Source: an optimization exercise on an open RTL-to-GDS flow (aim: small area, a short achievable clock period and few clock cycles). Production flows keep margins and buffers that such runs may drop.
Only simulation tests tie the RTL to the original design; equivalence was not proved.
No activity file was given, so power comes from the tool's default toggle rates.

===== design/flow/config.mk =====
export PLATFORM = sky130hd
export DESIGN_NAME = viterbi_decoder
export DESIGN_NICKNAME = viterbi_decoder
export VERILOG_FILES = /design/flow/design.v
export SDC_FILE = /design/flow/constraint.sdc
export NUM_CORES = 4
export LEC_CHECK = 0
export ABC_AREA = 1
export CAP_MARGIN = 20
export CORE_MARGIN = 2
export CORE_UTILIZATION = 40
export SLEW_MARGIN = 20

===== design/flow/constraint.sdc =====
create_clock -name core_clock -period 5.0 [get_ports {sys_clk}]
set_input_delay 1.0000 -clock core_clock [delete_from_list [all_inputs] [get_ports {sys_clk}]]
set_output_delay 1.0000 -clock core_clock [all_outputs]
set_load 0.01 [all_outputs]

===== design/flow/design.v =====
`timescale 1ns / 1ps
module vit_comb(i_data, dec);
input [15:0] i_data;
output [5:0] dec;
  wire new_n23, new_n24, new_n25, new_n26, new_n27, new_n28, new_n29,
    new_n30, new_n31, new_n32, new_n33, new_n34, new_n35, new_n36, new_n37,
    new_n38, new_n39, new_n40, new_n41, new_n42, new_n43, new_n44, new_n45,
    new_n46, new_n47, new_n48, new_n49, new_n50, new_n51, new_n52, new_n53,
    new_n54, new_n55, new_n56, new_n57, new_n58, new_n59, new_n60, new_n61,
    new_n62, new_n63, new_n64, new_n65, new_n66, new_n67, new_n68, new_n69,
    new_n70, new_n71, new_n72, new_n73, new_n74, new_n75, new_n76, new_n77,
    new_n78, new_n79, new_n80, new_n81, new_n82, new_n83, new_n84, new_n85,
    new_n86, new_n87, new_n88, new_n89, new_n90, new_n91, new_n92, new_n93,
    new_n94, new_n95, new_n96, new_n97, new_n98, new_n99, new_n100,
    new_n101, new_n102, new_n103, new_n104, new_n105, new_n106, new_n107,
    new_n108, new_n109, new_n110, new_n111, new_n112, new_n113, new_n114,
    new_n115, new_n116, new_n117, new_n118, new_n119, new_n120, new_n121,
    new_n122, new_n123, new_n124, new_n125, new_n126, new_n127, new_n128,
    new_n129, new_n130, new_n131, new_n132, new_n133, new_n134, new_n135,
    new_n136, new_n137, new_n138, new_n139, new_n140, new_n141, new_n142,
    new_n143, new_n144, new_n145, new_n146, new_n147, new_n148, new_n149,
    new_n150, new_n151, new_n152, new_n153, new_n154, new_n155, new_n156,
    new_n157, new_n158, new_n159, new_n160, new_n161, new_n162, new_n163,
    new_n164, new_n165, new_n166, new_n167, new_n168, new_n169, new_n170,
    new_n171, new_n172, new_n173, new_n174, new_n175, new_n176, new_n177,
    new_n178, new_n179, new_n180, new_n181, new_n182, new_n183, new_n184,
    new_n185, new_n186, new_n187, new_n188, new_n189, new_n190, new_n191,
    new_n192, new_n193, new_n194, new_n195, new_n196, new_n197, new_n198,
    new_n199, new_n200, new_n201, new_n202, new_n203, new_n204, new_n205,
    new_n206, new_n207, new_n208, new_n209, new_n210, new_n212, new_n213,
    new_n214, new_n215, new_n216, new_n217, new_n218, new_n220, new_n221,
    new_n222, new_n223, new_n224, new_n225, new_n226, new_n227, new_n228,
    new_n229, new_n230, new_n231, new_n232, new_n233, new_n234, new_n235,
    new_n236, new_n237, new_n238, new_n239, new_n240, new_n242, new_n243,
    new_n244, new_n245, new_n246, new_n247, new_n248, new_n249, new_n250,
    new_n251, new_n252, new_n253, new_n254, new_n255, new_n256, new_n257,
    new_n258, new_n259, new_n260, new_n261, new_n262, new_n263, new_n264,
    new_n265, new_n266, new_n267, new_n268, new_n269, new_n270, new_n271,
    new_n273, new_n274, new_n275, new_n276, new_n277, new_n278, new_n279,
    new_n280, new_n281, new_n282, new_n283, new_n284, new_n285, new_n286,
    new_n288, new_n289, new_n290, new_n291, new_n292, new_n293, new_n294,
    new_n295, new_n296, new_n297, new_n298, new_n299, new_n300, new_n301,
    new_n302, new_n303, new_n304, new_n305, new_n306, new_n307, new_n308,
    new_n309, new_n310, new_n311, new_n312, new_n313, new_n314, new_n315,
    new_n316, new_n317, new_n318, new_n319, new_n320;
  assign new_n23 = i_data[4] & ~i_data[5];
  assign new_n24 = i_data[6] & i_data[7];
  assign new_n25 = ~i_data[6] & ~i_data[7];
  assign new_n26 = ~new_n24 & ~new_n25;
  assign new_n27 = ~i_data[14] & i_data[15];
  assign new_n28 = i_data[14] & ~i_data[15];
  assign new_n29 = ~new_n27 & ~new_n28;
  assign new_n30 = i_data[12] & ~new_n29;
  assign new_n31 = ~i_data[12] & new_n29;
  assign new_n32 = ~new_n30 & ~new_n31;
  assign new_n33 = i_data[10] & i_data[11];
  assign new_n34 = ~i_data[10] & ~i_data[11];
  assign new_n35 = ~new_n33 & ~new_n34;
  assign new_n36 = new_n32 & new_n35;
  assign new_n37 = ~i_data[8] & ~i_data[9];
  assign new_n38 = new_n36 & new_n37;
  assign new_n39 = ~i_data[12] & ~i_data[13];
  assign new_n40 = i_data[12] & i_data[13];
  assign new_n41 = ~new_n39 & ~new_n40;
  assign new_n42 = ~i_data[11] & ~new_n41;
  assign new_n43 = i_data[11] & new_n41;
  assign new_n44 = ~new_n42 & ~new_n43;
  assign new_n45 = new_n36 & new_n44;
  assign new_n46 = ~new_n37 & ~new_n45;
  assign new_n47 = ~new_n38 & ~new_n46;
  assign new_n48 = ~new_n32 & ~new_n35;
  assign new_n49 = i_data[8] & i_data[9];
  assign new_n50 = ~new_n48 & new_n49;
  assign new_n51 = ~new_n44 & new_n48;
  assign new_n52 = ~new_n49 & new_n51;
  assign new_n53 = ~new_n50 & ~new_n52;
  assign new_n54 = ~new_n47 & new_n53;
  assign new_n55 = i_data[8] & ~i_data[9];
  assign new_n56 = new_n44 & new_n48;
  assign new_n57 = ~new_n55 & new_n56;
  assign new_n58 = ~i_data[8] & i_data[9];
  assign new_n59 = new_n36 & ~new_n44;
  assign new_n60 = ~new_n58 & new_n59;
  assign new_n61 = ~new_n48 & new_n55;
  assign new_n62 = ~new_n36 & new_n58;
  assign new_n63 = ~new_n61 & ~new_n62;
  assign new_n64 = ~new_n60 & new_n63;
  assign new_n65 = ~new_n57 & new_n64;
  assign new_n66 = new_n54 & new_n65;
  assign new_n67 = ~new_n26 & new_n66;
  assign new_n68 = ~new_n37 & ~new_n49;
  assign new_n69 = ~new_n36 & new_n68;
  assign new_n70 = ~new_n56 & ~new_n69;
  assign new_n71 = ~new_n58 & ~new_n70;
  assign new_n72 = ~new_n55 & new_n59;
  assign new_n73 = ~new_n48 & new_n58;
  assign new_n74 = ~new_n72 & ~new_n73;
  assign new_n75 = ~new_n71 & new_n74;
  assign new_n76 = ~i_data[6] & i_data[7];
  assign new_n77 = ~new_n75 & new_n76;
  assign new_n78 = new_n36 & new_n49;
  assign new_n79 = ~new_n45 & ~new_n49;
  assign new_n80 = ~new_n78 & ~new_n79;
  assign new_n81 = new_n37 & ~new_n48;
  assign new_n82 = ~new_n37 & new_n51;
  assign new_n83 = ~new_n81 & ~new_n82;
  assign new_n84 = ~new_n80 & new_n83;
  assign new_n85 = i_data[6] & ~i_data[7];
  assign new_n86 = ~new_n84 & new_n85;
  assign new_n87 = ~new_n77 & ~new_n86;
  assign new_n88 = ~new_n67 & new_n87;
  assign new_n89 = ~new_n23 & new_n88;
  assign new_n90 = ~i_data[4] & ~i_data[5];
  assign new_n91 = i_data[4] & i_data[5];
  assign new_n92 = ~new_n90 & ~new_n91;
  assign new_n93 = new_n75 & new_n84;
  assign new_n94 = new_n26 & new_n93;
  assign new_n95 = new_n25 & ~new_n54;
  assign new_n96 = new_n24 & ~new_n65;
  assign new_n97 = ~new_n95 & ~new_n96;
  assign new_n98 = ~new_n94 & new_n97;
  assign new_n99 = ~new_n26 & new_n93;
  assign new_n100 = ~new_n98 & ~new_n99;
  assign new_n101 = ~new_n90 & ~new_n100;
  assign new_n102 = ~new_n26 & ~new_n66;
  assign new_n103 = new_n75 & new_n85;
  assign new_n104 = new_n76 & new_n84;
  assign new_n105 = ~new_n103 & ~new_n104;
  assign new_n106 = ~new_n102 & new_n105;
  assign new_n107 = new_n26 & new_n66;
  assign new_n108 = new_n106 & ~new_n107;
  assign new_n109 = ~new_n91 & ~new_n108;
  assign new_n110 = ~new_n101 & new_n109;
  assign new_n111 = new_n101 & ~new_n109;
  assign new_n112 = ~new_n110 & ~new_n111;
  assign new_n113 = new_n92 & ~new_n112;
  assign new_n114 = ~new_n90 & ~new_n98;
  assign new_n115 = ~new_n91 & new_n106;
  assign new_n116 = ~new_n114 & ~new_n115;
  assign new_n117 = ~new_n113 & ~new_n116;
  assign new_n118 = ~i_data[4] & new_n117;
  assign new_n119 = new_n89 & ~new_n118;
  assign new_n120 = ~i_data[4] & i_data[5];
  assign new_n121 = ~new_n88 & ~new_n120;
  assign new_n122 = new_n88 & ~new_n120;
  assign new_n123 = ~new_n23 & ~new_n122;
  assign new_n124 = new_n25 & ~new_n65;
  assign new_n125 = new_n24 & ~new_n54;
  assign new_n126 = ~new_n124 & ~new_n125;
  assign new_n127 = ~new_n94 & new_n126;
  assign new_n128 = ~new_n99 & ~new_n127;
  assign new_n129 = ~new_n107 & ~new_n128;
  assign new_n130 = new_n123 & new_n129;
  assign new_n131 = ~new_n23 & new_n107;
  assign new_n132 = ~new_n120 & ~new_n131;
  assign new_n133 = ~new_n129 & new_n132;
  assign new_n134 = ~new_n130 & ~new_n133;
  assign new_n135 = ~new_n121 & ~new_n134;
  assign new_n136 = ~new_n119 & new_n135;
  assign new_n137 = ~new_n92 & new_n134;
  assign new_n138 = ~new_n136 & ~new_n137;
  assign new_n139 = i_data[2] & ~i_data[3];
  assign new_n140 = ~new_n138 & ~new_n139;
  assign new_n141 = ~i_data[2] & i_data[3];
  assign new_n142 = new_n99 & ~new_n120;
  assign new_n143 = new_n89 & ~new_n142;
  assign new_n144 = new_n127 & new_n132;
  assign new_n145 = ~new_n143 & ~new_n144;
  assign new_n146 = ~new_n141 & new_n145;
  assign new_n147 = ~new_n140 & new_n146;
  assign new_n148 = new_n112 & ~new_n141;
  assign new_n149 = new_n117 & ~new_n148;
  assign new_n150 = i_data[0] & i_data[1];
  assign new_n151 = ~new_n149 & ~new_n150;
  assign new_n152 = ~new_n147 & new_n151;
  assign new_n153 = ~i_data[2] & ~i_data[3];
  assign new_n154 = i_data[2] & i_data[3];
  assign new_n155 = ~new_n91 & new_n108;
  assign new_n156 = ~new_n90 & ~new_n155;
  assign new_n157 = ~new_n77 & ~new_n103;
  assign new_n158 = new_n107 & new_n157;
  assign new_n159 = ~new_n90 & new_n158;
  assign new_n160 = new_n98 & ~new_n159;
  assign new_n161 = new_n91 & ~new_n160;
  assign new_n162 = ~new_n91 & new_n160;
  assign new_n163 = ~new_n99 & ~new_n106;
  assign new_n164 = ~new_n162 & new_n163;
  assign new_n165 = ~new_n161 & ~new_n164;
  assign new_n166 = new_n156 & ~new_n165;
  assign new_n167 = ~i_data[2] & new_n107;
  assign new_n168 = ~new_n156 & ~new_n167;
  assign new_n169 = new_n165 & new_n168;
  assign new_n170 = ~new_n166 & ~new_n169;
  assign new_n171 = ~new_n154 & ~new_n170;
  assign new_n172 = ~new_n153 & ~new_n171;
  assign new_n173 = ~new_n91 & new_n99;
  assign new_n174 = ~new_n90 & ~new_n106;
  assign new_n175 = ~new_n173 & new_n174;
  assign new_n176 = ~new_n162 & ~new_n175;
  assign new_n177 = ~new_n172 & new_n176;
  assign new_n178 = ~i_data[0] & ~i_data[1];
  assign new_n179 = new_n134 & ~new_n154;
  assign new_n180 = ~new_n23 & new_n99;
  assign new_n181 = new_n122 & ~new_n180;
  assign new_n182 = ~new_n23 & ~new_n107;
  assign new_n183 = ~new_n120 & ~new_n182;
  assign new_n184 = new_n127 & ~new_n183;
  assign new_n185 = ~new_n181 & ~new_n184;
  assign new_n186 = ~new_n153 & new_n185;
  assign new_n187 = ~new_n179 & new_n186;
  assign new_n188 = ~new_n178 & ~new_n187;
  assign new_n189 = ~new_n177 & new_n188;
  assign new_n190 = ~new_n152 & new_n189;
  assign new_n191 = ~new_n154 & ~new_n185;
  assign new_n192 = ~new_n153 & ~new_n154;
  assign new_n193 = new_n134 & ~new_n192;
  assign new_n194 = ~new_n191 & ~new_n193;
  assign new_n195 = new_n189 & ~new_n194;
  assign new_n196 = new_n152 & ~new_n195;
  assign new_n197 = ~new_n117 & ~new_n141;
  assign new_n198 = ~new_n139 & ~new_n145;
  assign new_n199 = ~new_n197 & new_n198;
  assign new_n200 = new_n138 & ~new_n199;
  assign new_n201 = ~new_n139 & ~new_n146;
  assign new_n202 = ~new_n112 & new_n201;
  assign new_n203 = ~new_n200 & ~new_n202;
  assign new_n204 = new_n170 & new_n176;
  assign new_n205 = new_n192 & ~new_n204;
  assign new_n206 = ~new_n203 & new_n205;
  assign new_n207 = ~new_n171 & ~new_n192;
  assign new_n208 = new_n203 & new_n207;
  assign new_n209 = ~new_n206 & ~new_n208;
  assign new_n210 = ~new_n196 & ~new_n209;
  assign dec[0] = new_n190 | new_n210;
  assign new_n212 = new_n172 & ~new_n176;
  assign new_n213 = ~new_n194 & ~new_n212;
  assign new_n214 = ~dec[0] & ~new_n213;
  assign new_n215 = ~new_n117 & ~new_n201;
  assign new_n216 = new_n112 & new_n200;
  assign new_n217 = ~new_n215 & ~new_n216;
  assign new_n218 = dec[0] & ~new_n217;
  assign dec[1] = new_n214 | new_n218;
  assign new_n220 = ~new_n99 & new_n123;
  assign new_n221 = ~new_n107 & ~new_n220;
  assign new_n222 = ~new_n217 & ~new_n221;
  assign new_n223 = new_n99 & new_n126;
  assign new_n224 = ~new_n156 & ~new_n223;
  assign new_n225 = ~new_n158 & ~new_n224;
  assign new_n226 = new_n217 & ~new_n225;
  assign new_n227 = dec[0] & ~new_n226;
  assign new_n228 = ~new_n222 & new_n227;
  assign new_n229 = i_data[4] & ~new_n223;
  assign new_n230 = ~new_n107 & ~new_n229;
  assign new_n231 = ~i_data[5] & new_n230;
  assign new_n232 = new_n106 & ~new_n231;
  assign new_n233 = i_data[5] & ~new_n230;
  assign new_n234 = ~new_n232 & ~new_n233;
  assign new_n235 = new_n213 & ~new_n234;
  assign new_n236 = ~new_n99 & ~new_n182;
  assign new_n237 = ~new_n121 & ~new_n236;
  assign new_n238 = ~new_n213 & ~new_n237;
  assign new_n239 = ~dec[0] & ~new_n238;
  assign new_n240 = ~new_n235 & new_n239;
  assign dec[2] = ~new_n228 & ~new_n240;
  assign new_n242 = new_n24 & ~new_n93;
  assign new_n243 = ~new_n25 & new_n54;
  assign new_n244 = ~new_n65 & new_n243;
  assign new_n245 = ~new_n242 & ~new_n244;
  assign new_n246 = new_n217 & new_n245;
  assign new_n247 = ~new_n24 & new_n54;
  assign new_n248 = new_n25 & ~new_n93;
  assign new_n249 = ~new_n247 & ~new_n248;
  assign new_n250 = ~new_n217 & new_n249;
  assign new_n251 = ~new_n246 & ~new_n250;
  assign new_n252 = new_n228 & new_n251;
  assign new_n253 = new_n213 & new_n245;
  assign new_n254 = ~new_n213 & new_n249;
  assign new_n255 = ~new_n253 & ~new_n254;
  assign new_n256 = new_n240 & new_n255;
  assign new_n257 = ~new_n252 & ~new_n256;
  assign new_n258 = ~dec[0] & ~new_n235;
  assign new_n259 = ~new_n66 & new_n85;
  assign new_n260 = ~new_n75 & ~new_n76;
  assign new_n261 = new_n84 & new_n260;
  assign new_n262 = ~new_n259 & ~new_n261;
  assign new_n263 = ~new_n227 & ~new_n262;
  assign new_n264 = ~new_n258 & new_n263;
  assign new_n265 = dec[0] & ~new_n222;
  assign new_n266 = new_n84 & ~new_n85;
  assign new_n267 = ~new_n66 & new_n76;
  assign new_n268 = ~new_n266 & ~new_n267;
  assign new_n269 = ~new_n239 & ~new_n268;
  assign new_n270 = ~new_n265 & new_n269;
  assign new_n271 = ~new_n264 & ~new_n270;
  assign dec[3] = ~new_n257 | ~new_n271;
  assign new_n273 = ~new_n55 & ~new_n271;
  assign new_n274 = new_n257 & ~new_n273;
  assign new_n275 = new_n58 & new_n271;
  assign new_n276 = ~new_n36 & ~new_n68;
  assign new_n277 = ~new_n56 & ~new_n276;
  assign new_n278 = ~new_n275 & new_n277;
  assign new_n279 = ~new_n274 & new_n278;
  assign new_n280 = ~dec[2] & new_n257;
  assign new_n281 = ~new_n37 & new_n280;
  assign new_n282 = dec[2] & new_n271;
  assign new_n283 = ~new_n49 & new_n282;
  assign new_n284 = ~new_n281 & ~new_n283;
  assign new_n285 = ~new_n51 & ~new_n69;
  assign new_n286 = ~new_n284 & new_n285;
  assign dec[4] = new_n279 | new_n286;
  assign new_n288 = ~new_n32 & new_n41;
  assign new_n289 = ~new_n34 & ~new_n288;
  assign new_n290 = ~new_n33 & ~new_n289;
  assign new_n291 = dec[3] & ~new_n290;
  assign new_n292 = ~new_n279 & new_n291;
  assign new_n293 = ~i_data[10] & ~new_n42;
  assign new_n294 = new_n32 & new_n43;
  assign new_n295 = ~new_n293 & ~new_n294;
  assign new_n296 = new_n279 & new_n295;
  assign new_n297 = ~i_data[11] & new_n32;
  assign new_n298 = new_n49 & new_n297;
  assign new_n299 = ~i_data[10] & ~new_n288;
  assign new_n300 = ~i_data[11] & ~new_n32;
  assign new_n301 = ~new_n299 & ~new_n300;
  assign new_n302 = ~new_n37 & new_n301;
  assign new_n303 = new_n32 & new_n41;
  assign new_n304 = ~i_data[10] & ~new_n303;
  assign new_n305 = ~i_data[11] & ~new_n304;
  assign new_n306 = new_n37 & new_n305;
  assign new_n307 = i_data[10] & new_n41;
  assign new_n308 = ~new_n306 & ~new_n307;
  assign new_n309 = ~new_n302 & new_n308;
  assign new_n310 = ~new_n298 & ~new_n309;
  assign new_n311 = new_n282 & ~new_n310;
  assign new_n312 = new_n37 & new_n297;
  assign new_n313 = new_n49 & new_n305;
  assign new_n314 = ~new_n49 & new_n301;
  assign new_n315 = ~new_n307 & ~new_n314;
  assign new_n316 = ~new_n313 & new_n315;
  assign new_n317 = ~new_n312 & ~new_n316;
  assign new_n318 = new_n280 & ~new_n317;
  assign new_n319 = ~new_n311 & ~new_n318;
  assign new_n320 = ~new_n296 & new_n319;
  assign dec[5] = ~new_n292 & new_n320;
endmodule
module viterbi_decoder(sys_clk,rst,en,i_data,o_data,o_done);
input sys_clk,rst,en;
input [15:0] i_data;
output [7:0] o_data;
output o_done;
reg done;
reg [5:0] q;
wire [5:0] dec;
vit_comb U0 (.i_data(i_data), .dec(dec));
always @(posedge sys_clk or negedge rst)
    if (rst == 0) done <= 1'b0;
    else if (en) done <= 1'b1;
always @(posedge sys_clk)
    if (!done) q <= dec;
assign o_done = done;
assign o_data = {q, 2'b00};
endmodule

===== design/flow/run.sh =====
#!/bin/bash
# synth_recipe.tcl (not shown) runs the flow's synth.tcl, then flattens the netlist and writes it again
# the make line also repeats each setting of config.mk as NAME=value (left out here)
make -C /OpenROAD-flow-scripts/flow DESIGN_CONFIG=/design/flow/config.mk WORK_HOME=/design/flow/orfs CLKGATE_MAP_FILE= SYNTH_SCRIPT=/design/flow/synth_recipe.tcl finish

==> results of run 1 <==
## path summary, 6_finish.rpt
kind,from,end,slack (ps),cells after the start
setup / recovery,i_data[10],q[5]$_DFFE_PN_,420,31
hold / removal,done$_DFFE_PN0P_,done$_DFFE_PN0P_,500,1
max in group asynchronous,rst,done$_DFFE_PN0P_,3980,1
setup reg to reg,done$_DFFE_PN0P_,q[5]$_DFFE_PN_,4110,1
hold reg to reg,done$_DFFE_PN0P_,done$_DFFE_PN0P_,500,1
min in group asynchronous,rst,done$_DFFE_PN0P_,920,1
## flip-flops by register name, indices dropped and copies added, names as in the netlist
register  cells
q             6
done          1
## where the power goes
| group | internal (uW) | switching [uW] | total [uW] |
|---|---|---|---|
| sequential | 75.7 | 0.0000000000000416 | 75.7 |
| clock | 54.9 | 21.5 | 76.5 |
| combinational | 168 | 303 | 471 |
| total | 299 | 325 | 624 |
## worst max-delay path: cells and delay by family
kind | cells | cell delay (ps)
and+or+nand+nor | 22 | 1880
buffers and inverters | 5 | 980
AOI/OAI and AO/OA | 3 | 320
adders and majority gates | 1 | 370
## kinds of logic after synthesis
group | synth area share [%]
AND/OR/NAND/NOR | 52.38
adder cells (fa/ha/maj) | 13.05
flip-flops | 10.29
AO/OA/AOI/OAI | 11.42
other | 0.1880
buffers and inverters | 12.23
XOR/XNOR | 0.4392
## metal layers
layer / GRT usage (%) / vias to the layer above / wire length (um)
li1: - / 1104 / -
met5: 0 / - / 0
met2: 33.73 / 37 / 2255
met3: 1.740 / 6 / 156
met1: 20.41 / 915 / 2107
met4: 2.778 / 0 / 54
## layout make-up
cell class,count,area (sq um),share of cell area (%)
Inverter,61,229.0,9.601
Timing Repair Buffer,27,267.8,11.23
Tap cell,67,83.83,3.515
Multi-Input combinational cell,263,1554,65.16
Clock buffer,4,45.04,1.889
Sequential cell,7,205.2,8.604
## placed cells by master (no fill, tap or decap), drive strengths merged, types with 2 or more instances in the layout
cell type / instances
a21oi: 11
a32o: 2
buf: 2
clkbuf: 4
clkdlybuf4s50: 24
conb: 2
edfxtp: 6
ha: 20
inv: 61
nand2: 130
nand3: 35
nand4: 8
nor2: 27
o21ai: 13
o21bai: 2
o22ai: 3
or2: 2
## through the flow
step	setup slack, ps	util, %	area (sq um)	power [uW]	hold WS (ps)
final	417.4	50.16	2385	623.6	504.4
after global routing	12.89	50.16	2385	697.5	535.3
after CTS	397.5	50.00	2377	626.1	509.1
after detailed placement	185.9	49.05	2332	547.6	499.8
after global placement	222.4	49.05	2332	545.3	492.4
after floorplan	1092	-	1998	453.4	532.4
==> metrics.md, run 1 <==
| Metric | Value |
|---|---|
| Outcome | timing/DRC/antenna clean |
| Top cells by count, synth | nand2_1, inv_1, nand2_2 |
| Final setup viols | 0 |
| Post-synth ARST share | 14.29% |
| Hold_buf cts | 0 |
| Peak VDD IR | 0.00009867 V |
| Vias in the first global route | 1,907 |
| DRT antenna net count | 0 |
| Layout area overhead | 19.57% |
| Period utilisation layout | 91.65% |
| Max Buffers Root-to-Sink | 2 |
| Inst Count DP | 425 |
| Starting Density | 41.95% |
| First-pass DRT Iterations | 4 |
| DIE AREA | 0.005567 sq mm |
| Layout cell share with drive strength beyond 1 | 18.78% |
| Via count | 2,062 |
| Ant. Diodes | 0 |
| Total wire length | 4.574 mm |
| Nets | 402 |
| GPL Wtd Cong | 0.9296 |
| Filler Cell Count | 529 |
| DIE HEIGHT | 74.61 um |
| Min-delay worst type | reg -> reg |
| Core ar. | 0.004755 sq mm |
| Cell Pwr Density | 261.5 mW/mm^2 |
| Port Buffer Count | 25 |
| Post-synthesis cell area | 0.001994 sq mm |
| Final hold violations | 0 |
| Crit-path max cell delay | 550 ps |
| Most frequent cell after synthesis | nand2_1 |
| Num ports | 28 |
| Syn Inst Count | 332 |
| Max Fclk | 218.2 MHz |
| First-pass GRT wire length | 7.776 mm |
| Initial antenna violation count | 0 |
| Clock-pin slew on the worst setup and hold paths | 40 ps |
| Crit path launch type | primary input |
| CTS root buf | clkbuf_8 |
| Unique masters post-synth | 37 |
| Worst Path Required | 4970 ps |
| Postcts setup bufs | 0 |
| Starting DRT DRC Count | 79 |
| Die X-Extent | 74.61 um |
| Number of H-tree levels | 1 |
| CTS tree | yes |
| Synthesized flop and latch total | 7 |
| Crit path DAT | 4550 ps |
| Worst Clk Skew | 1.462 ps |
| Setup TNS | 0 ps |
| Synth area leader | nand2_1 |
| Setup CP Type | in -> reg |
| Synth top area share | 18.44% |
| Final cell count without fillers | 429 |
| Post-route minimum period | 4583 ps |
| RSZ-0062 raised after global routing | false |
| Yosys warnings | 1 |
| GRT Total Usage | 17.22% |
| DR WL/cell | 10.66 um |
| Avg Cell Area, Syn | 6.007 sq um |
| GRT Residual Overflow | 0 |
| CP max FO | 5 |
| Vias per inst | 4.807 |
| Largest net degree at the start of global routing | 8 |
| CTS sink cnt | 7 |
| CP Capture Type | flop |
| Post-route DRC | 0 |
| Register area share after synthesis | 10.29% |
| Dpl hpwl | 3.963 mm |
| Maxcap violations | 0 |
| Synth top area cells | nand2_1, ha_1, inv_1, edfxtp_1, nand2_2 |
| Clock buffer count from CTS | 3 |
| PostCTS Resize Cnt | 0 |
| Slowest library cell on the worst path | clkdlybuf4s50_1 |
| Floorplan row count | 25 |
| Number of synthesized flops with an enable pin | 6 |
| Most Frequent Cell on Critical Path | nand2_1 |
| LEAKAGE | 0.001312 uW |
| Clock latency (worst-skew pair) | 220 ps |
| Final Max Tran Viols | 0 |
| Ys flop type | edfxtp_1 |
Testbench counts, summed over its fixed seeds: cycles 3,200.
==> inputs of run 2 (changes only) <==
--- a/design/flow/config.mk
+++ b/design/flow/config.mk
@@ -5,8 +5,8 @@
 export SDC_FILE = /design/flow/constraint.sdc
 export NUM_CORES = 4
 export LEC_CHECK = 0
-export ABC_AREA = 1
 export CAP_MARGIN = 20
 export CORE_MARGIN = 2
 export CORE_UTILIZATION = 40
+export GPL_TIMING_DRIVEN = 0
 export SLEW_MARGIN = 20
==> run 2 against run 1 <==
  * Maximum frequency down 6.3%
  * Register-to-register slack about the same
  * First-iteration DRC count up 71%
  * Clock power up 3%
  * Worst hold slack better by 4.9 ps
  * Final area up 56%
  * Still clean
  * Final cell count up 4.2%
  * Critical path type unchanged
  * Combinational power up 95%
  * Non-clock buffer count up 48
  * Flip-flop and latch count unchanged
==> metrics.md, run 2 <==
| Metric | Value |
|---|---|
| GRT Total Usage | 21.70% (+4.5 points) |
| Regs by FF count | q: 6 flops, done: 1 flops |
| Min-delay worst type | reg -> reg |
| First-pass DRT Iterations | 5 (+1) |
| Floorplan row count | 28 (+12%) |
| Outcome | timing/DRC/antenna clean |
| Clock latency (worst-skew pair) | 230 ps (about the same) |
| Register area share after synthesis | 8.493% (-1.8 points) |
| Post-synthesis simple-gate area fraction | 22.53% (-30 points) |
| Number of H-tree levels | 1 (unchanged) |
| Setup TNS | 0 ps (unchanged) |
| First-pass GRT wire length | 11.59 mm (+49%) |
| Multiplexer share of the synthesized area | 8.338% (+8.3 points) |
| Layout cell share with drive strength beyond 1 | 41.40% (+23 points) |
| Hold Path Origin | done$_DFFE_PN0P_ |
| Synth top area share | 10.36% (-8.1 points) |
| GPL Wtd Cong | 0.8234 (-11%) |
| CTS sink cnt | 7 (unchanged) |
| DIE HEIGHT | 81.72 um (+9.5%) |
| Dpl hpwl | 4.999 mm (+26%) |
| Vias in the first global route | 2,439 (+28%) |
| Hold_buf cts | 0 (unchanged) |
| Post-Synth Adder-Cell Area | 10.77% (-2.3 points) |
| Ys flop type | edfxtp_1 |
| Synth top area cells | ha_1, edfxtp_1, mux2i_1, nand2_1, nor2_1 |
| Unique masters post-synth | 86 (+130%) |
| Complex-gate fraction of the synthesized area | 39.05% (+28 points) |
| Ant. Diodes | 0 (unchanged) |
| Inst Count DP | 406 (-4.5%) |
| R2R Path End | q[3]$_DFFE_PN_ |
| Post-route minimum period | 4893 ps (+310.1 ps) |
| Syn Inst Count | 307 (-7.5%) |
| Cell Pwr Density | 288.7 mW/mm^2 (+10%) |
| CP max FO | 7 (+2) |
| DIE AREA | 0.006678 sq mm (+20%) |
| GRT Residual Overflow | 0 (unchanged) |
| DR WL/cell | 17.62 um (+65%) |
| Combinational family with the most area after synthesis | compound AO/OA/AOI/OAI gates |
| Die X-Extent | 81.72 um (+9.5%) |
| Port Buffer Count | 23 (-8.0%) |
| Peak VDD IR | 0.0001815 V (+84%) |
| Worst Hold Depth | 1 (unchanged) |
| Total wire length | 7.877 mm (+72%) |
| WHS Endpoint | done$_DFFE_PN0P_ |
| Commonest cells after routing, fill and taps aside | buf_4, nand2_1, nor2_1 |
| Crit path DAT | 4870 ps (+320 ps) |
| RR Startpoint | done$_DFFE_PN0P_ |
| DRT antenna net count | 0 (unchanged) |
| Starting DRT DRC Count | 135 (+71%) |
| Setup CP Type | in -> reg |
| Number of synthesized flops with an enable pin | 6 (unchanged) |
| Maxcap violations | 0 (unchanged) |
| Post-synthesis cell area | 0.002416 sq mm (+21%) |
| Reg-to-reg setup timing slack | 4100 ps (about the same) |
| Synthesized flop and latch total | 7 (unchanged) |
| Post-synth ARST share | 14.29% (unchanged) |
| LEAKAGE | 0.001465 uW (+12%) |
| CTS root buf | clkbuf_8 |
| Layout area overhead | 54.12% |
| Nets | 412 (+2.5%) |
| Top cells by count, synth | nand2_1, nor2_1, inv_1 |
| Yosys warnings | 1 (unchanged) |
| Num ports | 28 (unchanged) |
| Largest net degree at the start of global routing | 11 (+3) |
| Worst Path Required | 4980 ps (about the same) |
| Max reg flops | 6 (unchanged) |
| Post-route DRC | 0 (unchanged) |
| Avg Cell Area, Syn | 7.870 sq um (+31%) |
| Via count | 2,731 (+32%) |
| CP Capture Type | flop |
| Biggest register | q |
| Max Buffers Root-to-Sink | 2 (unchanged) |
| Power, Total | 1075 uW (+72%) |
| Initial antenna violation count | 0 (unchanged) |
| Worst Clk Skew | 1.594 ps (+0.1317 ps) |
| Final hold violations | 0 (unchanged) |
| CTS tree | yes |
| Crit path launch type | primary input |
| Final cell count without fillers | 447 (+4.2%) |
| Period utilisation layout | 97.85% (+6.2 points) |
| Final Max Tran Viols | 0 (unchanged) |
| Most common cell after layout, fill and taps aside | buf_4 |
| Starting Density | 41.05% (-0.90 points) |
| Vias per inst | 6.110 (+27%) |
| Clock-pin slew on the worst setup and hold paths | 40 ps (about the same) |
| Xor and xnor fraction of the mapped netlist area | 3.055% (+2.6 points) |
| R2R cell count | 1 (unchanged) |
| Clock buffer count from CTS | 3 (unchanged) |
| Core ar. | 0.005886 sq mm (+24%) |
| Worst Setup SP | i_data[14] |
| Max Fclk | 204.4 MHz (-6.3%) |
| Synth area leader | ha_1 |
| Final setup viols | 0 (unchanged) |
[run 2: kinds of logic after synthesis]
| logic type | Yosys count |
|---|---|
| AND/OR/NAND/NOR | 106 |
| buffers and inverters | 38 |
| other | 1 |
| multiplexers | 18 |
| flip-flops | 7 |
| XOR/XNOR | 5 |
| adder cells (fa/ha/maj) | 21 |
| AO/OA/AOI/OAI | 111 |
[run 2: layout make-up]
type,instances,area [sq um]
Multi-Input combinational cell,264,2591
Fill cell,481,2162
Timing Repair Buffer,59,531.8
Sequential cell,7,205.2
Buffer,16,167.7
Tap cell,75,93.84
Inverter,22,88.84
Clock buffer,4,45.04
[run 2: critical path, cell delays in order]
cell	delay (ps)
buf_4	110
xor3_2	500
buf_4	180
nor3_4	210
o21ai_4	140
or3_4	420
buf_8	150
o211ai_1	240
a21o_1	210
o21bai_1	110
or4b_4	480
o2bb2ai_4	180
mux2i_2	180
mux2_4	310
a21oi_2	120
a311oi_1	50
o221a_1	270
[run 2: repair_timing]
action / CTS / global route
setup endpoints to repair: 6 / 2
resized for setup: 74 / 76
buffers inserted: 12 / 22
pin swaps: 26 / 46
gates cloned: 1 / 2
[run 2: per-layer routing]
layer / track usage [%] / vias to the layer above / routed length [um]
li1: - / 1306 / -
met1: 30.63 / 1334 / 3625
met2: 35.93 / 85 / 3892
met3: 0.9890 / 6 / 296
met4: 5.833 / 0 / 62
met5: 0 / - / 0
[run 2: report_power, final]
part | internal (uW) | switching [uW]
sequential | 76.2 | 0.0000000000000384
clock | 55.1 | 23.4
combinational | 440 | 481
[run 2: stage by stage]
stage	hold WS, ps	setup slack (ps)	area (sq um)	utilization (%)
floorplan	532.4	30.07	2429	-
global placement	479.3	-1120	2753	46.77
global route	549.4	-32.32	3724	63.27
finish	509.2	107.3	3724	63.27
CTS	519.6	5.530	3248	55.19
detailed placement	513.5	-1135	2753	46.77
[run 2: how the worst max path moves through the flow]
stage	depth (start not counted)	to
finish	17	q[5]$_DFFE_PN_
global route	19	q[5]$_DFFE_PN_
CTS	19	q[5]$_DFFE_PN_
detailed placement	18	q[5]$_DFFE_PN_
global placement	18	q[5]$_DFFE_PN_
floorplan	18	q[5]$_DFFE_PN_
==> inputs of run 3 (changes only) <==
--- a/design/flow/config.mk
+++ b/design/flow/config.mk
@@ -5,8 +5,9 @@
 export SDC_FILE = /design/flow/constraint.sdc
 export NUM_CORES = 4
 export LEC_CHECK = 0
+export ABC_AREA = 1
 export CAP_MARGIN = 20
 export CORE_MARGIN = 2
 export CORE_UTILIZATION = 40
-export GPL_TIMING_DRIVEN = 0
+export SETUP_SLACK_MARGIN = 0.5
 export SLEW_MARGIN = 20
==> run 3 against run 2 <==
  * Maximum frequency grew 13%
  * Via count shrank 21%
  * Sequential power shrank 0.5%
  * Non-clock buffer count shrank 38
  * Worst setup slack gained 580 ps
  * Critical path type unchanged
  * Largest power group unchanged
==> metrics.md, run 3 <==
| Metric | Value |
|---|---|
| Crit path DAT | 4290 ps (-580 ps) |
| Complex-gate fraction of the synthesized area | 11.42% (-28 points) |
| Final hold violations | 0 (unchanged) |
| Starting Density | 41.95% (+0.90 points) |
| Largest net degree at the start of global routing | 8 (-3) |
| Syn Inst Count | 332 (+8.1%) |
| Number of H-tree levels | 1 (unchanged) |
| Peak VDD IR | 0.0001305 V (-28%) |
| Post-route minimum period | 4313 ps (-580.1 ps) |
| Commonest cells after routing, fill and taps aside | nand2_1, inv_1, nand2_2 |
| GRT Total Usage | 17.22% (-4.5 points) |
| Core ar. | 0.004755 sq mm (-19%) |
| Xor and xnor fraction of the mapped netlist area | 0.4391% (-2.6 points) |
| Crit path launch type | primary input |
| Post-Place Cell Area | 0.002332 sq mm (-15%) |
| Min-delay worst type | reg -> reg |
| DRT antenna net count | 0 (unchanged) |
| Ant. Diodes | 0 (unchanged) |
| Register Area | 205.2 sq um (unchanged) |
| Cell Pwr Density | 271.9 mW/mm^2 (-5.8%) |
| Top cells by count, synth | nand2_1, inv_1, nand2_2 |
| Vias per inst | 4.893 (-20%) |
| Num ports | 28 (unchanged) |
| Final setup viols | 0 (unchanged) |
| Nets | 412 (unchanged) |
| DIE AREA | 0.005567 sq mm (-17%) |
| Floorplan row count | 25 (-11%) |
| Maxcap violations | 0 (unchanged) |
| Synthesized flop and latch total | 7 (unchanged) |
| DR WL/cell | 11.00 um (-38%) |
| Max Buffers Root-to-Sink | 2 (unchanged) |
| CP max FO | 7 (unchanged) |
| Post-route DRC | 0 (unchanged) |
| Post-Synth Adder-Cell Area | 13.05% (+2.3 points) |
| Layout area overhead | 35.19% |
| DIE HEIGHT | 74.61 um (-8.7%) |
| Number of synthesized flops with an enable pin | 6 (unchanged) |
| CP Capture Type | flop |
| Final Cell Area | 0.002696 sq mm (-28%) |
| Multiplexer share of the synthesized area | 0% (-8.3 points) |
| Most Frequent Cell on Critical Path | nand2_1 |
| Final cell count without fillers | 439 (-1.8%) |
| Final core occ | 56.71% (-6.6 points) |
| Clock buffer count from CTS | 3 (unchanged) |
| Die X-Extent | 74.61 um (-8.7%) |
| CTS sink cnt | 7 (unchanged) |
| Max Fclk | 231.9 MHz (+13%) |
| Dpl hpwl | 3.963 mm (-21%) |
| CTS tree | yes |
| GPL Wtd Cong | 0.9296 (+13%) |
| Avg Cell Area, Syn | 6.007 sq um (-24%) |
| Filler Cell Count | 492 (+2.3%) |
| Final Max Tran Viols | 0 (unchanged) |
| Clock-pin slew on the worst setup and hold paths | 40 ps (about the same) |
| First-pass DRT Iterations | 4 (-1) |
| Ys flop type | edfxtp_1 |
| Worst Clk Skew | 1.264 ps (-0.3299 ps) |
| First-pass GRT wire length | 7.776 mm (-33%) |
| LEAKAGE | 0.001410 uW (-3.7%) |
| Unique masters post-synth | 37 (-57%) |
| Post-synthesis cell area | 0.001994 sq mm (-17%) |
| Footprint of the multi-input gates | 0.001787 sq mm (-31%) |
| Total wire length | 4.829 mm (-39%) |
| Post-synthesis simple-gate area fraction | 52.38% (+30 points) |
| Post-synth ARST share | 14.29% (unchanged) |
| Via count | 2,148 (-21%) |
| CTS root buf | clkbuf_8 |
| Synth area leader | nand2_1 |
| Max reg flops | 6 (unchanged) |
| GRT Residual Overflow | 0 (unchanged) |
| Hold WS | 504.4 ps (-4.863 ps) |
| Synth top area cells | nand2_1, ha_1, inv_1, edfxtp_1, nand2_2 |
| Initial antenna violation count | 0 (unchanged) |
| Starting DRT DRC Count | 71 (-47%) |
| Inst Count DP | 425 (+4.7%) |
| Biggest register | q |
| Outcome | timing/DRC/antenna clean |
| Yosys warnings | 1 (unchanged) |
| Clock latency (worst-skew pair) | 220 ps (about the same) |
| Regs by FF count | q: 6 flops, done: 1 flops |
| Slowest library cell on the worst path | clkdlybuf4s50_1 |
| Port Buffer Count | 25 (+8.7%) |
| Worst Path Required | 4970 ps (about the same) |
| Combinational family with the most area after synthesis | simple AND/OR/NAND/NOR gates |
| Most common cell after layout, fill and taps aside | nand2_1 |
| Crit-path max cell delay | 500 ps (about the same) |
| RSZ-0062 raised after global routing | false |
| Setup TNS | 0 ps (unchanged) |
| Synth top area share | 18.44% (+8.1 points) |
| Most frequent cell after synthesis | nand2_1 |
| Setup CP Type | in -> reg |
| Vias in the first global route | 1,907 (-22%) |
| Period utilisation layout | 86.25% (-12 points) |
| Register area share after synthesis | 10.29% (+1.8 points) |
| Layout cell share with drive strength beyond 1 | 33.60% (-7.8 points) |
[run 3: cell types whose count changed in the layout (fill, tap and decap cells not counted), sizes merged, moves of 8 or more]
cell    delta
nand2    +103
inv       +40
buf       -38
nand3     +28
nor3      -15
mux2i     -13
o211ai    -12
clkbuf     -8
[run 3: cell families after synthesis]
family,after synthesis
other cells,1
buf+inv,63
fa+ha+maj,21
compound gates,34
simple gates,205
flops,7
xor+xnor,1
[run 3: cell type report]
cell class | count | area share [%]
Timing Repair Buffer | 37 | 12.76
Clock buffer | 4 | 1.671
Inverter | 61 | 8.585
Multi-Input combinational cell | 263 | 66.26
Tap cell | 67 | 3.109
Sequential cell | 7 | 7.610
[run 3: power by group]
| part | internal, uW | switching (uW) | total, uW | leakage [uW] |
|---|---|---|---|---|
| Combinational | 223 | 358 | 581 | 0.00132 |
| Sequential | 75.8 | 0.0000000000000417 | 75.8 | 0.0000628 |
| Clock | 54.9 | 21.6 | 76.5 | 0.0000228 |
[run 3: repair_timing]
| action | CTS | global route |
|---|---|---|
| gates resized for setup | 2 | 66 |
| buffers inserted | 0 | 10 |
| hold buffers | 0 | 0 |
| endpoints found under the setup margin | 2 | 4 |
| pin swaps | 1 | 34 |
[run 3: routing by layer]
metal | GRT usage [%] | part of all wire, % | vias to the layer above
met4 | 2.778 | 1.2 | 0
li1 | - | - | 1126
met2 | 33.73 | 51 | 37
met3 | 1.740 | 2.8 | 6
met5 | 0 | 0 | -
met1 | 20.41 | 45 | 979
[run 3: final timing paths]
path / startpoint / endpoint / slack, ps / cells after the start
worst max-delay path: i_data[11] / q[5]$_DFFE_PN_ / 690 / 25
worst min-delay path: done$_DFFE_PN0P_ / done$_DFFE_PN0P_ / 500 / 1
worst max register to register: done$_DFFE_PN0P_ / q[5]$_DFFE_PN_ / 4100 / 1
worst min register to register: done$_DFFE_PN0P_ / done$_DFFE_PN0P_ / 500 / 1
max in group asynchronous: rst / done$_DFFE_PN0P_ / 3980 / 1
min in group asynchronous: rst / done$_DFFE_PN0P_ / 920 / 1
[run 3: critical path: cells and delay by family]
family	cells	cell delay, ps
simple gates	16	1680
buf+inv	4	700
fa+ha+maj	1	310
compound gates	4	570
[run 3: per-stage QoR]
stage / setup WS (ps) / total power, uW
final: 687.4 / 733.2
after global routing: 455.7 / 808.8
after detailed placement: 185.9 / 547.6
after floorplan: 1092 / 453.4
after CTS: 503.1 / 626.1
after global placement: 222.4 / 545.3
==> inputs of run 4 (changes only) <==
--- a/design/flow/config.mk
+++ b/design/flow/config.mk
@@ -9,5 +9,5 @@
 export CAP_MARGIN = 20
 export CORE_MARGIN = 2
 export CORE_UTILIZATION = 40
-export SETUP_SLACK_MARGIN = 0.5
+export SETUP_SLACK_MARGIN = 1.0
 export SLEW_MARGIN = 20
==> run 4 against run 3 <==
  * Still clean on timing, DRC and antenna
  * Combinational power rose by 12%
  * Synthesized area did not move
  * Global-route usage rose by 1.4 points
  * Clock skew fell by 0.96 ps
  * Clock power rose by 0.7%
  * Register-to-register slack barely moved
  * Non-clock buffer count rose by 20
  * Synthesized cell count did not move
  * Flip-flop and latch count did not move
  * First-iteration DRC count rose by 25%
  * Utilization rose by 6.0 points
  * Critical path type unchanged
  * Highest routed layer unchanged
==> metrics.md, run 4 <==
| Metric | Value |
|---|---|
| CTS sink cnt | 7 (unchanged) |
| Most common cell after layout, fill and taps aside | nand2_1 |
| Post-Place Cell Area | 0.002332 sq mm (unchanged) |
| Register area share after synthesis | 10.29% (unchanged) |
| Initial antenna violation count | 0 (unchanged) |
| Number of H-tree levels | 1 (unchanged) |
| Worst Path Required | 4970 ps (about the same) |
| Crit path DAT | 3970 ps (-320 ps) |
| DRT antenna net count | 0 (unchanged) |
| Clock latency (worst-skew pair) | 220 ps (about the same) |
| LEAKAGE | 0.001527 uW (+8.4%) |
| Final setup viols | 0 (unchanged) |
| Crit path launch type | primary input |
| Avg Cell Area, Syn | 6.007 sq um (unchanged) |
| GRT Residual Overflow | 0 (unchanged) |
| GPL Wtd Cong | 0.9296 (unchanged) |
| Inst Count DP | 425 (unchanged) |
| Final Max Tran Viols | 0 (unchanged) |
| Starting Density | 41.95% (unchanged) |
| Floorplan row count | 25 (unchanged) |
| R2R cell count | 1 (unchanged) |
| GRT Total Usage | 18.61% (+1.4 points) |
| Post-route DRC | 0 (unchanged) |
| Worst Clk Skew | 0.3021 ps (-0.9620 ps) |
| Min-delay worst type | reg -> reg |
| Yosys warnings | 1 (unchanged) |
| Die X-Extent | 74.61 um (unchanged) |
| Layout cell share with drive strength beyond 1 | 43.62% (+10 points) |
| Filler Cell Count | 461 (-6.3%) |
| Worst Hold Depth | 1 (unchanged) |
| Synth area leader | nand2_1 |
| Regs by FF count | q: 6 flops, done: 1 flops |
| Biggest register | q |
| Top cells by count, synth | nand2_1, inv_1, nand2_2 |
| Ys flop type | edfxtp_1 |
| Unique masters post-synth | 37 (unchanged) |
| Synthesized flop and latch total | 7 (unchanged) |
| Clock buffer count from CTS | 3 (unchanged) |
| Setup TNS | 0 ps (unchanged) |
| Crit-path max cell delay | 280 ps (-220 ps) |
| Outcome | timing/DRC/antenna clean |
| Post-synth ARST share | 14.29% (unchanged) |
| Hold_buf cts | 0 (unchanged) |
| Number of synthesized flops with an enable pin | 6 (unchanged) |
| Vias in the first global route | 2,050 (+7.5%) |
| Slowest library cell on the worst path | ha_4 |
| Final Cell Area | 0.002982 sq mm (+11%) |
| Max reg flops | 6 (unchanged) |
| Synth top area share | 18.44% (unchanged) |
| Post-synthesis cell area | 0.001994 sq mm (unchanged) |
| Final cell count without fillers | 459 (+4.6%) |
| Vias per inst | 4.830 (-1.3%) |
| Max Fclk | 250.1 MHz (+7.8%) |
| Largest net degree at the start of global routing | 8 (unchanged) |
| Via count | 2,217 (+3.2%) |
| Post-route minimum period | 3999 ps (-313.8 ps) |
| Nets | 432 (+4.9%) |
| Setup CP Type | in -> reg |
| Core ar. | 0.004755 sq mm (unchanged) |
| CP max FO | 7 (unchanged) |
| CTS tree | yes |
| First-pass GRT wire length | 8.349 mm (+7.4%) |
| CTS root buf | clkbuf_8 |
| Cell Pwr Density | 269.2 mW/mm^2 (-0.99%) |
| RSZ-0062 raised after global routing | true |
| Layout area overhead | 49.50% |
| Ant. Diodes | 0 (unchanged) |
| Final hold violations | 0 (unchanged) |
| Starting DRT DRC Count | 89 (+25%) |
| Commonest cells after routing, fill and taps aside | nand2_1, nand2_2, inv_1 |
| First-pass DRT Iterations | 4 (unchanged) |
| DR WL/cell | 11.58 um (+5.3%) |
| Peak VDD IR | 0.0001101 V (-16%) |
| Synth top area cells | nand2_1, ha_1, inv_1, edfxtp_1, nand2_2 |
| Maxcap violations | 0 (unchanged) |
| Total wire length | 5.315 mm (+10%) |
| CP Capture Type | flop |
| Syn Inst Count | 332 (unchanged) |
| Port Buffer Count | 25 (unchanged) |
| DIE AREA | 0.005567 sq mm (unchanged) |
| Num ports | 28 (unchanged) |
| Most Frequent Cell on Critical Path | nand2_2 |
| Max Buffers Root-to-Sink | 2 (unchanged) |
| DIE HEIGHT | 74.61 um (unchanged) |
| Clock-pin slew on the worst setup and hold paths | 40 ps (about the same) |
| Period utilisation layout | 79.98% (-6.3 points) |
| Dpl hpwl | 3.963 mm (unchanged) |
| Most frequent cell after synthesis | nand2_1 |
[run 4: cell counts after synthesis]
No cell type changed its count.
[run 4: what timing repair did]
| item | in CTS | in global routing |
|---|---|---|
| pin swaps | 40 | 36 |
| endpoints found under the hold margin | 0 | 0 |
| gates resized for setup | 70 | 53 |
| setup endpoints to repair | 6 | 5 |
| cloned | 0 | 0 |
| setup buffers | 18 | 12 |
[run 4: logic make-up (layout without fill, tap and decap cells)]
group | after synthesis | after routing | synth area share (%)
DFF | 7 | 7 | 10.29
other | 1 | 2 | 0.1880
AOI/OAI and AO/OA | 34 | 34 | 11.42
xor gates and xnor gates | 1 | 1 | 0.4392
and+or+nand+nor | 205 | 205 | 52.38
buffers and inverters | 63 | 122 | 12.23
adders and majority gates | 21 | 21 | 13.05
[run 4: metal layers]
metal	track usage (%)	vias up	routed length [um]
met4	2.183	0	69
met1	21.14	1005	2240
met2	38.15	36	2846
met3	1.606	8	158
met5	0	-	0
li1	-	1168	-
[run 4: metrics by stage]
stage | hold slack (ps) | setup slack [ps] | power [uW] | utilization, %
final | 504.3 | 1001 | 802.7 | 62.71
after global placement | 492.4 | 222.4 | 545.3 | 49.05
after global routing | 535.3 | 704.6 | 876.2 | 62.71
after CTS | 509.1 | 999.8 | 718.3 | 56.92
after detailed placement | 499.8 | 185.9 | 547.6 | 49.05
after floorplan | 532.4 | 1092 | 453.4 | -
[run 4: worst paths after layout]
check                            startpoint          endpoint  slack, ps
max                              i_data[12]    q[5]$_DFFE_PN_       1000
min                        done$_DFFE_PN0P_  done$_DFFE_PN0P_        500
max reg2reg                done$_DFFE_PN0P_    q[5]$_DFFE_PN_       4100
min reg2reg                done$_DFFE_PN0P_  done$_DFFE_PN0P_        500
max in group asynchronous               rst  done$_DFFE_PN0P_       3980
min in group asynchronous               rst  done$_DFFE_PN0P_        920
[run 4: final cells by class]
| class | count | area (sq um) | share of cell area [%] |
|---|---|---|---|
| tap | 67 | 83.83 | 2.812 |
| timing repair buffer | 57 | 489.2 | 16.41 |
| inverter | 61 | 231.5 | 7.763 |
| sequential | 7 | 205.2 | 6.882 |
| clock buffer | 4 | 45.04 | 1.511 |
| multi-input combinational | 263 | 1927 | 64.62 |
[run 4: worst max-delay path: cells and delay by family]
family | cells | cell delay, ps
AO/OA/AOI/OAI | 2 | 240
XOR/XNOR | 1 | 170
adder cells (fa/ha/maj) | 1 | 280
buffers and inverters | 3 | 350
AND/OR/NAND/NOR | 21 | 1920
[run 4: where the power goes]
group	switching [uW]	total (uW)	internal, uW	leakage (uW)
clock network	22.0	77.0	55.0	0.0000228
registers	0.0000000000000417	75.8	75.8	0.0000628
logic	386	650	264	0.00144
==> inputs of run 5 (changes only) <==
--- a/design/flow/config.mk
+++ b/design/flow/config.mk
@@ -5,9 +5,7 @@
 export SDC_FILE = /design/flow/constraint.sdc
 export NUM_CORES = 4
 export LEC_CHECK = 0
-export ABC_AREA = 1
 export CAP_MARGIN = 20
 export CORE_MARGIN = 2
 export CORE_UTILIZATION = 40
-export SETUP_SLACK_MARGIN = 1.0
 export SLEW_MARGIN = 20
==> run 5 against run 4 <==
  * Still clean
  * Via count up 38%
  * Final cell count up 12%
  * Synthesized area up 21%
  * Clock power up 3.5%
  * Flip-flop and latch count unchanged
  * Maximum frequency down 18%
  * Register-to-register slack about the same
  * Utilization up 6.7 points
  * Synthesized cell count down 7.5%
  * Non-clock buffer count up 87
  * Final area up 37%
  * Critical path depth down 9
  * Critical endpoint unchanged
==> metrics.md, run 5 <==
| Metric | Value |
|---|---|
| Post-synthesis cell area | 0.002416 sq mm (+21%) |
| Dpl hpwl | 5.900 mm (+49%) |
| Ant. Diodes | 0 (unchanged) |
| Most common cell after layout, fill and taps aside | buf_4 |
| Commonest cells after routing, fill and taps aside | buf_4, nor2_1, nand2_1 |
| Final cell count without fillers | 516 (+12%) |
| Worst Setup SP | i_data[12] |
| Syn Inst Count | 307 (-7.5%) |
| Via count | 3,067 (+38%) |
| CTS tree | yes |
| Hold_buf cts | 0 (unchanged) |
| Worst Clk Skew | 0.7321 ps (+0.4299 ps) |
| GRT Residual Overflow | 0 (unchanged) |
| Min-delay worst type | reg -> reg |
| Max Fclk | 204.3 MHz (-18%) |
| DR WL/cell | 17.13 um (+48%) |
| Final Max Tran Viols | 0 (unchanged) |
| Port Buffer Count | 25 (unchanged) |
| Cell Pwr Density | 291.5 mW/mm^2 (+8.3%) |
| Initial antenna violation count | 0 (unchanged) |
| Largest net degree at the start of global routing | 14 (+6) |
| Crit path DAT | 4870 ps (+900 ps) |
| Synth top area share | 10.36% (-8.1 points) |
| Vias per inst | 5.944 (+23%) |
| Hold Path Origin | done$_DFFE_PN0P_ |
| Max-slew headroom | 65.31% |
| Crit path launch type | primary input |
| Gr busiest metal | met2 |
| Clock buffer count from CTS | 3 (unchanged) |
| Avg Cell Area, Syn | 7.870 sq um (+31%) |
| Starting DRT DRC Count | 222 (+150%) |
| CP max FO | 5 (-2) |
| Met3 Track Usage GR | 3.297% (+1.7 points) |
| Power, Total | 1191 uW (+48%) |
| DIE HEIGHT | 81.72 um (+9.5%) |
| Floorplan row count | 28 (+12%) |
| Num ports | 28 (unchanged) |
| Ys flop type | edfxtp_1 |
| Peak VDD IR | 0.0001676 V (+52%) |
| Maxcap violations | 0 (unchanged) |
| Die X-Extent | 81.72 um (+9.5%) |
| Layout cell share with drive strength beyond 1 | 49.21% (+5.6 points) |
| Synthesized flop and latch total | 7 (unchanged) |
| Starting Density | 41.05% (-0.90 points) |
| Register area share after synthesis | 8.493% (-1.8 points) |
| LEAKAGE | 0.001772 uW (+16%) |
| Filler Cell Count | 428 (-7.2%) |
| Clock latency (worst-skew pair) | 230 ps (about the same) |
| Max reg flops | 6 (unchanged) |
| DRT antenna net count | 0 (unchanged) |
| First-pass DRT Iterations | 5 (+1) |
| Setup CP Type | in -> reg |
| Clock-pin slew on the worst setup and hold paths | 40 ps (about the same) |
| Nets | 481 (+11%) |
| DIE AREA | 0.006678 sq mm (+20%) |
| Top cells by count, synth | nand2_1, nor2_1, inv_1 |
| Met2 track demand over resource | 42.68% (+4.5 points) |
| Unique masters post-synth | 86 (+130%) |
| Final setup viols | 0 (unchanged) |
| Biggest register | q |
| GPL Wtd Cong | 0.9031 (-2.9%) |
| Final hold violations | 0 (unchanged) |
| Total wire length | 8.840 mm (+66%) |
| Synth top area cells | ha_1, edfxtp_1, mux2i_1, nand2_1, nor2_1 |
| Synth area leader | ha_1 |
| M1 GR Usage | 34.70% (+14 points) |
| CTS sink cnt | 7 (unchanged) |
| Layout area overhead | 69.08% |
| Core ar. | 0.005886 sq mm (+24%) |
| Yosys warnings | 1 (unchanged) |
| Inst Count DP | 470 (+11%) |
| Post-synth ARST share | 14.29% (unchanged) |
| Worst slew pin tran | 518.5 ps |
| CP Capture Type | flop |
| RR Startpoint | done$_DFFE_PN0P_ |
| GRT Total Usage | 26.38% (+7.8 points) |
| Number of synthesized flops with an enable pin | 6 (unchanged) |
| Max Buffers Root-to-Sink | 2 (unchanged) |
| Setup TNS | 0 ps (unchanged) |
| Period utilisation layout | 97.89% (+18 points) |
| Regs by FF count | q: 6 flops, done: 1 flops |
| Vias in the first global route | 2,951 (+44%) |
| Worst Path Required | 4980 ps (about the same) |
| Hold WS | 504.3 ps (+0.04900 ps) |
| First-pass GRT wire length | 14.00 mm (+68%) |
| Post-route DRC | 0 (unchanged) |
| Post-route minimum period | 4895 ps (+895.7 ps) |
| Number of H-tree levels | 1 (unchanged) |
| Outcome | timing/DRC/antenna clean |
| CTS root buf | clkbuf_8 |
-- run 5: worst paths after layout --
path                                          to  slack, ps  cells past startpoint
max in group asynchronous       done$_DFFE_PN0P_       3980                      1
worst min register to register  done$_DFFE_PN0P_        500                      1
min in group asynchronous       done$_DFFE_PN0P_        920                      1
worst max register to register    q[0]$_DFFE_PN_       4100                      1
worst max-delay path              q[5]$_DFFE_PN_        110                     19
worst min-delay path            done$_DFFE_PN0P_        500                      1
-- run 5: logic make-up after synthesis --
logic type / synth area share (%)
adders and majority gates: 10.77
AOI/OAI and AO/OA: 39.05
muxes: 8.338
buffers and inverters: 7.612
DFF: 8.493
and+or+nand+nor: 22.53
other: 0.1552
xor gates and xnor gates: 3.055
-- run 5: power breakdown --
group	switching [uW]	internal, uW
Sequential	0.0000000000000405	76.2
Combinational	502	533
Clock	24.6	55.2
Total	526	665
-- run 5: through the flow --
| stage | instance area, sq um | worst slack, ps | util (%) |
|---|---|---|---|
| 2_1_floorplan | 2429 | 30.07 | - |
| 3_3_place_gp | 3268 | -630.2 | 55.53 |
| 3_5_place_dp | 3268 | -717.0 | 55.53 |
| 4_1_cts | 3919 | 6.632 | 66.58 |
| 5_1_grt | 4085 | -22.96 | 69.41 |
| 6_report | 4085 | 105.5 | 69.41 |
-- run 5: metal layers --
metal,vias up,wire length (um)
met1,1471,3957
met4,0,257
met2,127,4180
li1,1442,-
met3,27,444
met5,-,0
-- run 5: cell type report --
cell class                 count  area [sq um]  share of cell area (%)
clock buffer                   4         45.04                   1.103
inverter                      22         82.58                   2.021
multi-input combinational    264          2474                   60.55
sequential                     7         205.2                   5.023
tap                           75         93.84                   2.297
timing repair buffer         144          1185                   29.00
-- run 5: worst max-delay path, stage by stage --
cell and delay [ps]:
buf_2 130, xnor2_2 240, ha_4 250, buf_4 160
nor3_4 130, mux2i_1 120, o211ai_2 320, buf_4 180
o32ai_4 100, a2bb2oi_4 240, mux2_4 340, a211oi_2 250
o31a_1 210, mux2i_2 280, o22ai_4 120, mux2_4 350
a21oi_2 130, a311oi_1 60, o221a_1 250
-- run 5: repair_timing --
action / 4_1_cts / 5_1_grt
pin swaps: 36 / 29
endpoints found under the hold margin: 0 / 0
setup buffers: 30 / 12
resized for setup: 87 / 29
gates cloned: 1 / 0
endpoints found under the setup margin: 4 / 2
==> inputs of run 6 (changes only) <==
==> design/flow/flow/run.sh (new file) <==
#!/bin/bash
# Standard layout, with the port buffers made from the plain buffer cell
# instead of the delay cell that buffer_ports picks by default.
set -euo pipefail
bash standard.sh "BUFFER_PORTS_ARGS=-buffer_cell sky130_fd_sc_hd__buf_1" finish > make_finish.log 2>&1
==> design/flow/standard.sh (new file) <==
#!/bin/bash
# synth_recipe.tcl (not shown) runs the flow's synth.tcl, then flattens the netlist and writes it again
# the make line also repeats each setting of config.mk as NAME=value (left out here)
make -C /OpenROAD-flow-scripts/flow DESIGN_CONFIG=/design/flow/config.mk WORK_HOME=/design/flow/orfs CLKGATE_MAP_FILE= SYNTH_SCRIPT=/design/flow/synth_recipe.tcl "${@:-finish}"
--- a/design/flow/config.mk
+++ b/design/flow/config.mk
@@ -5,6 +5,7 @@
 export SDC_FILE = /design/flow/constraint.sdc
 export NUM_CORES = 4
 export LEC_CHECK = 0
+export ABC_AREA = 1
 export CAP_MARGIN = 20
 export CORE_MARGIN = 2
 export CORE_UTILIZATION = 40
removed: design/flow/run.sh
==> run 6 against run 5 <==
  * Synthesized area is 17% lower
  * Final area is 46% lower
  * Still clean
  * Clock skew about the same
  * Worst hold slack lost 1.1 ps
  * Sequential share of layout area rose by 4.3 points
  * Final cell count down 17%
  * Non-clock buffer count fell by 119
  * Clock power decreased by 2%
  * Routed wire length decreased by 50%
  * Synthesized cell count increased by 8.1%
==> metrics.md, run 6 <==
| Metric | Value |
|---|---|
| Dpl hpwl | 3.884 mm (-34%) |
| Via count | 2,022 (-34%) |
| Slowest library cell on the worst path | ha_1 |
| Max Buffers Root-to-Sink | 2 (unchanged) |
| Cell Pwr Density | 276.4 mW/mm^2 (-5.2%) |
| CTS sink cnt | 7 (unchanged) |
| Sequential Power Share | 12.4% (+6.0 points) |
| Ys flop type | edfxtp_1 |
| Synth area leader | nand2_1 |
| Port Buffer Count | 25 (unchanged) |
| Maxcap violations | 0 (unchanged) |
| GRT Total Usage | 16.75% (-9.6 points) |
| LEAKAGE | 0.001223 uW (-31%) |
| Setup CP Type | in -> reg |
| NetSw | 321.6 uW (-39%) |
| Layout area overhead | 10.60% |
| Internal | 288.0 uW (-57%) |
| Post-Place Cell Area | 0.002161 sq mm (-34%) |
| DIE AREA | 0.005567 sq mm (-17%) |
| Starting Density | 41.95% (+0.90 points) |
| Post-synthesis cell area | 0.001994 sq mm (-17%) |
| Biggest register | q |
| Register area share after synthesis | 10.29% (+1.8 points) |
| Floorplan row count | 25 (-11%) |
| Number of H-tree levels | 1 (unchanged) |
| CP max FO | 5 (unchanged) |
| GRT Residual Overflow | 0 (unchanged) |
| Num ports | 28 (unchanged) |
| GPL Wtd Cong | 0.8721 (-3.4%) |
| Final setup viols | 0 (unchanged) |
| Starting DRT DRC Count | 109 (-51%) |
| Crit path cell chain | buf_1 -> xor2_1 -> inv_1 -> ha_1 -> nand4_1 -> nand2_1 -> nand2_1 -> nand4_2 -> nor2_2 -> nand2_1 -> a21oi_1 -> nand2_1 -> inv_1 -> o21ai_0 -> nand2_2 -> inv_1 -> o21ai_1 -> nand3_1 -> nand3_2 -> nand2_2 -> nand2_1 -> nand2_1 -> a21oi_1 -> nor2_1 |
| Max Fclk | 228.5 MHz (+12%) |
| Clock buffer count from CTS | 3 (unchanged) |
| Worst Path Required | 4980 ps (about the same) |
| Min-delay worst type | reg -> reg |
| Hold WS | 503.2 ps (-1.078 ps) |
| Crit path DAT | 4350 ps (-520 ps) |
| Outcome | timing/DRC/antenna clean |
| Vias in the first global route | 1,838 (-38%) |
| CTS root buf | clkbuf_8 |
| Regs by FF count | q: 6 flops, done: 1 flops |
| Post-route minimum period | 4377 ps (-517.3 ps) |
| Post-route DRC | 0 (unchanged) |
| Final Max Tran Viols | 0 (unchanged) |
| Total wire length | 4.415 mm (-50%) |
| Max reg flops | 6 (unchanged) |
| Final Cell Area | 0.002206 sq mm (-46%) |
| DIE HEIGHT | 74.61 um (-8.7%) |
| Hold_buf cts | 0 (unchanged) |
| Combinational share of power | 74.8% (-12 points) |
| Vias per inst | 4.735 (-20%) |
| Number of synthesized flops with an enable pin | 6 (unchanged) |
| Switching Share | 52.75% (+8.6 points) |
| Ant. Diodes | 0 (unchanged) |
| First-pass DRT Iterations | 4 (-1) |
| PostCTS Resize Cnt | 0 (-100%) |
| Core ar. | 0.004755 sq mm (-19%) |
| First-pass GRT wire length | 7.514 mm (-46%) |
| Most Frequent Cell on Critical Path | nand2_1 |
| RSZ-0062 raised after global routing | false |
| Clock-pin slew on the worst setup and hold paths | 40 ps (about the same) |
| Most common cell after layout, fill and taps aside | nand2_1 |
| Crit-path max cell delay | 330 ps (-20 ps) |
| Clock latency (worst-skew pair) | 220 ps (about the same) |
| Worst Clk Skew | 0.5800 ps (-0.1521 ps) |
| CTS tree | yes |
| DRT antenna net count | 0 (unchanged) |
| Postcts setup bufs | 0 (-100%) |
| Die X-Extent | 74.61 um (-8.7%) |
| Unique masters post-synth | 37 (-57%) |
| CP Capture Type | flop |
| Final cell count without fillers | 427 (-17%) |
| Post-synth ARST share | 14.29% (unchanged) |
| Initial antenna violation count | 0 (unchanged) |
| DR WL/cell | 10.34 um (-40%) |
| Synthesized flop and latch total | 7 (unchanged) |
| Most frequent cell after synthesis | nand2_1 |
| Period utilisation layout | 87.54% (-10 points) |
| Setup TNS | 0 ps (unchanged) |
| Layout cell share with drive strength beyond 1 | 18.06% (-31 points) |
| Syn Inst Count | 332 (+8.1%) |
| Synth top area share | 18.44% (+8.1 points) |
| Final hold violations | 0 (unchanged) |
| Yosys warnings | 1 (unchanged) |
| Inst Count DP | 423 (-10%) |
| Peak VDD IR | 0.0001076 V (-36%) |
| Power, Total | 609.6 uW (-49%) |
| Nets | 400 (-17%) |
| Commonest cells after routing, fill and taps aside | nand2_1, inv_1, nand2_2 |
| Crit path launch type | primary input |
| Avg Cell Area, Syn | 6.007 sq um (-24%) |
| Clk network pwr share | 12.8% (+6.1 points) |
| Largest net degree at the start of global routing | 8 (-6) |
| Top cells by count, synth | nand2_1, inv_1, nand2_2 |
| Synth top area cells | nand2_1, ha_1, inv_1, edfxtp_1, nand2_2 |
run 6: path summary, 6_finish.rpt:
check / from / end / slack [ps] / cells after the start
hold reg to reg: done$_DFFE_PN0P_ / done$_DFFE_PN0P_ / 500 / 1
max in group asynchronous: rst / done$_DFFE_PN0P_ / 4370 / 1
hold / removal: done$_DFFE_PN0P_ / done$_DFFE_PN0P_ / 500 / 1
min in group asynchronous: rst / done$_DFFE_PN0P_ / 530 / 1
setup reg to reg: done$_DFFE_PN0P_ / q[0]$_DFFE_PN_ / 4120 / 1
setup / recovery: i_data[12] / q[5]$_DFFE_PN_ / 620 / 24
run 6: per-layer routing:
layer | share of wire, % | track usage (%) | vias to the layer above
li1 | - | - | 1101
met1 | 50 | 21.95 | 892
met2 | 48 | 30.78 | 29
met3 | 1.7 | 1.205 | 0
met4 | 0 | 2.381 | 0
met5 | 0 | 0 | -
run 6: kinds of logic after synthesis:
family | Yosys count | synth area share, %
and+or+nand+nor | 205 | 52.38
other | 1 | 0.1880
adders and majority gates | 21 | 13.05
buffers and inverters | 63 | 12.23
DFF | 7 | 10.29
AOI/OAI and AO/OA | 34 | 11.42
xor gates and xnor gates | 1 | 0.4392
run 6: stage by stage:
stage	setup slack, ps	util [%]
after CTS	623.6	46.39
after floorplan	1092	-
after global routing	143.9	46.39
after global placement	519.9	45.45
final	622.8	46.39
after detailed placement	387.2	45.45
run 6: critical path: cells and delay by family:
| kind | cells | cell delay [ps] |
|---|---|---|
| buffers and inverters | 4 | 430 |
| and+or+nand+nor | 14 | 1670 |
| adders and majority gates | 1 | 330 |
| xor gates and xnor gates | 1 | 320 |
| AOI/OAI and AO/OA | 4 | 600 |
run 6: final cells by class:
type | count | area (sq um)
clock buffer | 4 | 45.04
fill | 550 | 2549
inverter | 61 | 229.0
multi-input combinational | 263 | 1549
sequential | 7 | 205.2
tap | 67 | 83.83
timing repair buffer | 25 | 93.84
run 6: power by group through the flow:
stage / registers (uW) / clock network, uW / logic [uW]
after global routing: 75.7 / 83.7 / 525
after CTS: 75.7 / 80.5 / 458
after global placement: 76.6 / 0 / 456
final: 75.8 / 77.9 / 456
after detailed placement: 76.6 / 0 / 457
after floorplan: 76.7 / 0 / 377

## re-timing with driven ports
The results above use ideal ports. As a check the final layouts listed here were re-extracted and re-timed, cells and wires unchanged.
Step 1 sets driving cells, clkbuf_16 on the clock port and buf_2 on the other inputs (assumed; they add their load-dependent delay and slew).
Step 2 also shifts input and output timing later by t, the mid clock arrival at the registers, as if the neighbouring blocks saw the same clock.
Slacks: ideal ports / drivers / drivers and shift; pairs: ideal ports / drivers.
| run | shift t [ns] | setup slack, ns |
|---|---|---|
| run 1 | 0.239 | 0.417 / 0.413 / 0.174 |
| run 2 | 0.246 | 0.107 / 0.101 / -0.146 |
| run 3 | 0.239 | 0.687 / 0.684 / 0.445 |
| run 4 | 0.239 | 1.001 / 0.982 / 0.743 |
| run 5 | 0.246 | 0.105 / 0.092 / -0.154 |
| run 6 | 0.241 | 0.623 / 0.619 / 0.378 |
Met with ideal ports but missed after step 2: setup timing in run 2 and run 5.
